Context: an optimization exercise on an open-source flow, tuned for small area. The choices shown serve that exercise and are no tape-out recipe. Function was checked by simulation only, so behaviour that the tests miss may differ from the original. The clock port is modelled as an ideal driver, which makes a skipped or thinned clock tree look cheaper than it is; a real chip needs a root buffer or a tree. Power figures rest on the tool's default switching activity, not on a simulated workload.

alpha:
Design timer, start of the top module:
module timer (
    input clk,
    input reset,
    output [3:0] dig,
    output [7:0] segments
);
reg [14:0] lf;
wire sec_tick = lf[0] & ~lf[1] & lf[2] & ~lf[3] & ~lf[4] & ~lf[5] & lf[6] & lf[7]
              & lf[10] & ~lf[11] & ~lf[12] & ~lf[13] & lf[14];
always @(posedge clk, posedge reset)
    if (reset)
        lf <= 15'h0d8a;
    else
        lf <= {lf[13:0], (lf[14] ^ lf[13]) & ~sec_tick};
reg [3:0] sec_0;
reg [2:0] sec_1;
wire [3:0] n0;
wire [2:0] n1;
assign n0[0] = (~sec_tick & sec_0[0]) | (sec_tick & ~sec_0[0]);
assign n0[1] = (~sec_tick & sec_0[1]) | (sec_tick & ~sec_0[1] & sec_0[0]) | (~sec_0[2] & sec_0[1] & ~sec_0[0]);
assign n0[2] = (sec_tick & sec_0[1] & sec_0[0]) | (~sec_0[3] & sec_0[2] & ~sec_0[1]) | (~sec_tick & ~sec_0[3] & sec_0[2]);
assign n0[3] = (sec_tick & sec_0[2] & sec_0[1]) | (sec_0[3] & ~sec_0[2]);
assign n1[0] = (~sec_0[3] & sec_1[0]) | (~sec_0[2] & sec_1[0]) | (sec_0[3] & sec_0[2] & ~sec_1[0]);
assign n1[1] = (~sec_0[3] & ~sec_1[2] & sec_1[1]) | (~sec_0[2] & ~sec_1[2] & sec_1[1]) | (sec_0[3] & sec_0[2] & ~sec_1[1] & sec_1[0]) | (~sec_1[2] & sec_1[1] & ~sec_1[0]);
assign n1[2] = (sec_1[2] & ~sec_1[1]) | (sec_0[3] & sec_0[2] & sec_1[1] & sec_1[0]);
always @(posedge clk, posedge reset)
    if (reset) begin
        sec_0 <= 4'd0;
        sec_1 <= 3'd0;
    end else begin
        sec_0 <= n0;
        sec_1 <= n1;
    end
reg [3:0] k;
reg sel;
wire k_wrap = ~k[0] & k[1] & ~k[2];
always @(posedge clk, posedge reset)
    if (reset) begin
        k <= 4'b0100;
        sel <= 1'b0;
    end else begin
        k <= {k[2:0], ~(k[3] ^ k[2]) & ~k_wrap};
        sel <= sel ^ k_wrap;
    end
wire [6:0] seg;
wire [3:0] d = sel ? sec_0 : {1'b0, sec_1[2], sec_1[1], sec_1[0]};
  ...
Size in the first run: about 83 cells after synthesis, about 27 flip-flops, ~14 I/O pins, ~0.0010 mm^2 of cells after synthesis.
==> module timer, before the edit <==
module timer (
    input clk,
    input reset,
    output [3:0] dig,
    output [7:0] segments
);
reg [14:0] lf;
wire sec_tick = lf[0] & ~lf[1] & lf[2] & ~lf[3] & ~lf[4] & ~lf[5] & lf[6] & lf[7]
              & lf[10] & ~lf[11] & ~lf[12] & ~lf[13] & lf[14];
always @(posedge clk, posedge reset)
    if (reset)
        lf <= 15'h0d8a;
    else
        lf <= {lf[13:0], (lf[14] ^ lf[13]) & ~sec_tick};
reg [3:0] sec_0;
reg [2:0] sec_1;
wire [3:0] n0;
wire [2:0] n1;
assign n0[0] = (~sec_tick & sec_0[0]) | (sec_tick & ~sec_0[0]);
assign n0[1] = (~sec_tick & sec_0[1]) | (sec_tick & ~sec_0[1] & sec_0[0]) | (~sec_0[2] & sec_0[1] & ~sec_0[0]);
assign n0[2] = (sec_tick & sec_0[1] & sec_0[0]) | (~sec_0[3] & sec_0[2] & ~sec_0[1]) | (~sec_tick & ~sec_0[3] & sec_0[2]);
assign n0[3] = (sec_tick & sec_0[2] & sec_0[1]) | (sec_0[3] & ~sec_0[2]);
assign n1[0] = (~sec_0[3] & sec_1[0]) | (~sec_0[2] & sec_1[0]) | (sec_0[3] & sec_0[2] & ~sec_1[0]);
assign n1[1] = (~sec_0[3] & ~sec_1[2] & sec_1[1]) | (~sec_0[2] & ~sec_1[2] & sec_1[1]) | (sec_0[3] & sec_0[2] & ~sec_1[1] & sec_1[0]) | (~sec_1[2] & sec_1[1] & ~sec_1[0]);
assign n1[2] = (sec_1[2] & ~sec_1[1]) | (sec_0[3] & sec_0[2] & sec_1[1] & sec_1[0]);
always @(posedge clk, posedge reset)
    if (reset) begin
        sec_0 <= 4'd0;
        sec_1 <= 3'd0;
    end else begin
        sec_0 <= n0;
        sec_1 <= n1;
    end
reg [3:0] k;
reg sel;
wire k_wrap = ~k[0] & k[1] & ~k[2];
always @(posedge clk, posedge reset)
    if (reset) begin
        k <= 4'b0100;
        sel <= 1'b0;
    end else begin
        k <= {k[2:0], ~(k[3] ^ k[2]) & ~k_wrap};
        sel <= sel ^ k_wrap;
    end
wire [6:0] seg;
wire [3:0] d = sel ? sec_0 : {1'b0, sec_1[2], sec_1[1], sec_1[0]};
assign seg[0] = (~d[3] & ~d[2] & ~d[1] & d[0]) | (~d[3] & d[2] & ~d[1] & ~d[0]);
assign seg[1] = (d[2] & d[0]) | (d[2] & d[1]);
assign seg[2] = (~d[3] & ~d[2] & d[1] & ~d[0]);
assign seg[3] = (~d[2] & ~d[1] & d[0]) | (d[2] & ~d[1] & ~d[0]);
assign seg[4] = (d[0]) | (~d[3] & d[2] & ~d[1]);
assign seg[5] = (~d[3] & ~d[2] & d[1]) | (~d[2] & ~d[1] & d[0]);
assign seg[6] = (~d[2] & ~d[1]);
assign dig = {2'b11, sel, ~sel};
assign segments = {1'b1, seg};
endmodule
==> flow/config.mk <==
export PLATFORM = sky130hd
export DESIGN_NAME = timer
export DESIGN_NICKNAME = timer
export VERILOG_FILES = /design/flow/design.v
export SDC_FILE = /design/flow/constraint.sdc
export NUM_CORES = 4
export LEC_CHECK = 0
export CAP_MARGIN = 20
export CORE_MARGIN = 2
export CORE_UTILIZATION = 28
export SLEW_MARGIN = 20
export BUFFER_PORTS_ARGS = -buffer_cell sky130_fd_sc_hd__buf_1
export CTS_ARGS = -sink_clustering_enable -repair_clock_nets -dont_use_dummy_load -buf_list sky130_fd_sc_hd__clkbuf_8 -root_buf sky130_fd_sc_hd__clkbuf_16 -sink_clustering_size 30 -sink_clustering_max_diameter 200
export SKIP_REPAIR_TIE_FANOUT = 1
export POST_CTS_TCL = /design/flow/flow/post_cts.tcl
==> flow/constraint.sdc <==
create_clock -name core_clock -period 5.0 [get_ports {clk}]
set_input_delay 1.0000 -clock core_clock [delete_from_list [all_inputs] [get_ports {clk}]]
set_output_delay 1.0000 -clock core_clock [all_outputs]
set_load 0.01 [all_outputs]
standard.sh (not shown) runs the stock make flow with config.mk's settings and CLKGATE_MAP_FILE= SYNTH_SCRIPT=/design/flow/synth_recipe.tcl, a recipe that flattens the netlist after the stock synthesis.
==> flow/flow/run.sh <==
#!/bin/bash
# Own layout flow: the standard ORFS flow with three changes.
#  1. Synthesis is ORFS's synthesis script with the ABC step run with an
#     area-oriented script (flow/area.abc) and without the half/full-adder
#     extraction; everything before ABC (and so every register and its name)
#     is the same as in the standard synthesis.
#  2. Ports are buffered with the smallest buffer (buf_1).
#  3. Clock tree synthesis uses clkbuf_8 and no dummy loads.
set -euo pipefail
W=$(pwd)
F=$W/flow

sed "s|^  log_cmd abc {\*}\$abc_args|  log_cmd abc -script $F/area.abc {*}[lrange \$abc_args 2 end]|" \
    "$FLOW_HOME/scripts/synth.tcl" > "$W/own_synth.tcl"
grep -q "$F/area.abc" "$W/own_synth.tcl"
sed "s|source \$::env(SCRIPTS_DIR)/synth.tcl|source $W/own_synth.tcl|" "$W/synth_recipe.tcl" > "$W/own_synth_recipe.tcl"
grep -q "own_synth.tcl" "$W/own_synth_recipe.tcl"

cat "$F/extra.mk" >> "$W/config.mk"
echo "export POST_CTS_TCL = $F/post_cts.tcl" >> "$W/config.mk"

bash "$W/standard.sh" SYNTH_SCRIPT="$W/own_synth_recipe.tcl" ADDER_MAP_FILE= finish > "$W/flow_make.log" 2>&1
Other scripts of this flow, unchanged in this note and not shown: flow/flow/area.abc, flow/flow/extra.mk, flow/flow/post_cts.tcl
alpha closes out successfully: all stages finished, all timing, DRC and antenna checks passed.
Input-level comparison between epsilon and alpha:
==> flow/design.v <==
module timer (
    input clk,
    input reset,
    output [3:0] dig,
    output [7:0] segments
);
reg [14:0] lf;
wire sec_tick = lf[0] & ~lf[1] & lf[2] & ~lf[3] & ~lf[4] & ~lf[5] & lf[6] & lf[7]
              & lf[10] & ~lf[11] & ~lf[12] & ~lf[13] & lf[14];
always @(posedge clk, posedge reset)
    if (reset)
        lf <= 15'h0d8a;
    else
        lf <= {lf[13:0], (lf[14] ^ lf[13]) & ~sec_tick};
reg [3:0] sec_0;
reg [2:0] sec_1;
wire [3:0] n0;
wire [2:0] n1;
assign n0[0] = (~sec_tick & sec_0[0]) | (sec_tick & ~sec_0[0]);
assign n0[1] = (~sec_tick & sec_0[1]) | (sec_0[1] & ~sec_0[0]) | (sec_tick & ~sec_0[1] & sec_0[0]) | (~sec_0[3] & ~sec_0[2] & sec_0[1]);
assign n0[2] = (sec_tick & sec_0[1] & sec_0[0]) | (~sec_tick & ~sec_0[3] & sec_0[2]) | (sec_0[2] & sec_0[1]);
assign n0[3] = (sec_tick & sec_0[2] & ~sec_0[1]) | (sec_0[3] & ~sec_0[2]);
assign n1[0] = (~sec_0[3] & sec_1[0]) | (~sec_0[2] & sec_1[0]) | (sec_0[3] & sec_0[2] & ~sec_1[0]);
assign n1[1] = (~sec_0[3] & sec_1[1]) | (~sec_0[2] & sec_1[1]) | (~sec_1[2] & sec_1[1]) | (sec_1[1] & ~sec_1[0]) | (sec_0[3] & sec_0[2] & ~sec_1[2] & sec_1[0]);
assign n1[2] = (sec_1[2] & sec_1[1]) | (sec_0[3] & sec_0[2] & sec_1[1] & sec_1[0]);
always @(posedge clk, posedge reset)
    if (reset) begin
        sec_0 <= 4'd0;
        sec_1 <= 3'd0;
    end else begin
        sec_0 <= n0;
        sec_1 <= n1;
    end
reg [3:0] k;
reg sel;
wire k_wrap = ~k[0] & k[1] & ~k[2];
always @(posedge clk, posedge reset)
    if (reset) begin
        k <= 4'b0100;
        sel <= 1'b0;
    end else begin
        k <= {k[2:0], ~(k[3] ^ k[2]) & ~k_wrap};
        sel <= sel ^ k_wrap;
    end
wire [6:0] seg;
wire [3:0] d = sel ? sec_0 : {1'b0, sec_1[2], sec_1[1], sec_1[0]};
assign seg[0] = (~d[3] & ~d[1] & d[0]) | (d[2] & d[1] & ~d[0]);
assign seg[1] = (~d[3] & d[2] & ~d[1]) | (d[2] & d[0]);
assign seg[2] = (~d[3] & ~d[2] & d[1] & ~d[0]);
assign seg[3] = (~d[1] & d[0]) | (d[2] & d[1] & ~d[0]) | (d[3] & ~d[1]);
assign seg[4] = (d[0]) | (d[2] & d[1]);
assign seg[5] = (~d[3] & ~d[2] & d[1]) | (~d[1] & d[0]);
assign seg[6] = (~d[2] & ~d[1]);
assign dig = {2'b11, sel, ~sel};
assign segments = {1'b1, seg};
endmodule
==> run notes <==
Routed wire length: epsilon higher than alpha. Routability congestion estimate from global placement sits lower in epsilon than in alpha. The via count of the first global-routing pass of epsilon falls short of that of alpha by 47. Between alpha and epsilon, power density over the cells increased. Switching power as a share of total power ended up 0.38 points higher on epsilon than on alpha. Relative to alpha, worst setup slack increased by 21 ps in epsilon. epsilon: arrival time at the worst endpoint is 20 ps lower than what alpha reported. epsilon vs. alpha: actual transition at the worst max-transition pin went up by 26 ps. Via-per-instance ratio (epsilon over alpha): decrease, 2.9%. The run showing the smaller number of vias after detailed routing is epsilon. Re synthesized netlist net count: no difference whatsoever between epsilon and alpha.

==> afterwards: timing with drivers on the ports <==
The flow's constraints put no driver on any port. The routed layouts listed below were extracted and timed again, unchanged, in two steps.
Step 1 sets driving cells, clkbuf_16 on the clock port and buf_2 on the other inputs (assumed; they add their load-dependent delay and slew).
Step 2, shift: input delay + t, output delay - t, t = (earliest + latest rising clock arrival at the registers) / 2. This alone moves slack from input paths to output paths.
Slacks: ideal / step 1 / step 2; pairs: ideal / step 1.
| run | t, ns | setup WS [ns] | hold WS [ns] | slew at the worst register clock pin (ns) | pins driven straight from the clock port |
|---|---|---|---|---|---|
| alpha | 0.158 | 2.264 / 2.235 / 2.393 | 0.367 / 0.367 / 0.367 | 0.10 / 0.10 | 1 |
| epsilon | 0.160 | 2.285 / 2.256 / 2.415 | 0.366 / 0.366 / 0.366 | 0.10 / 0.10 | 1 |
After both steps setup and hold are still met in every run listed.
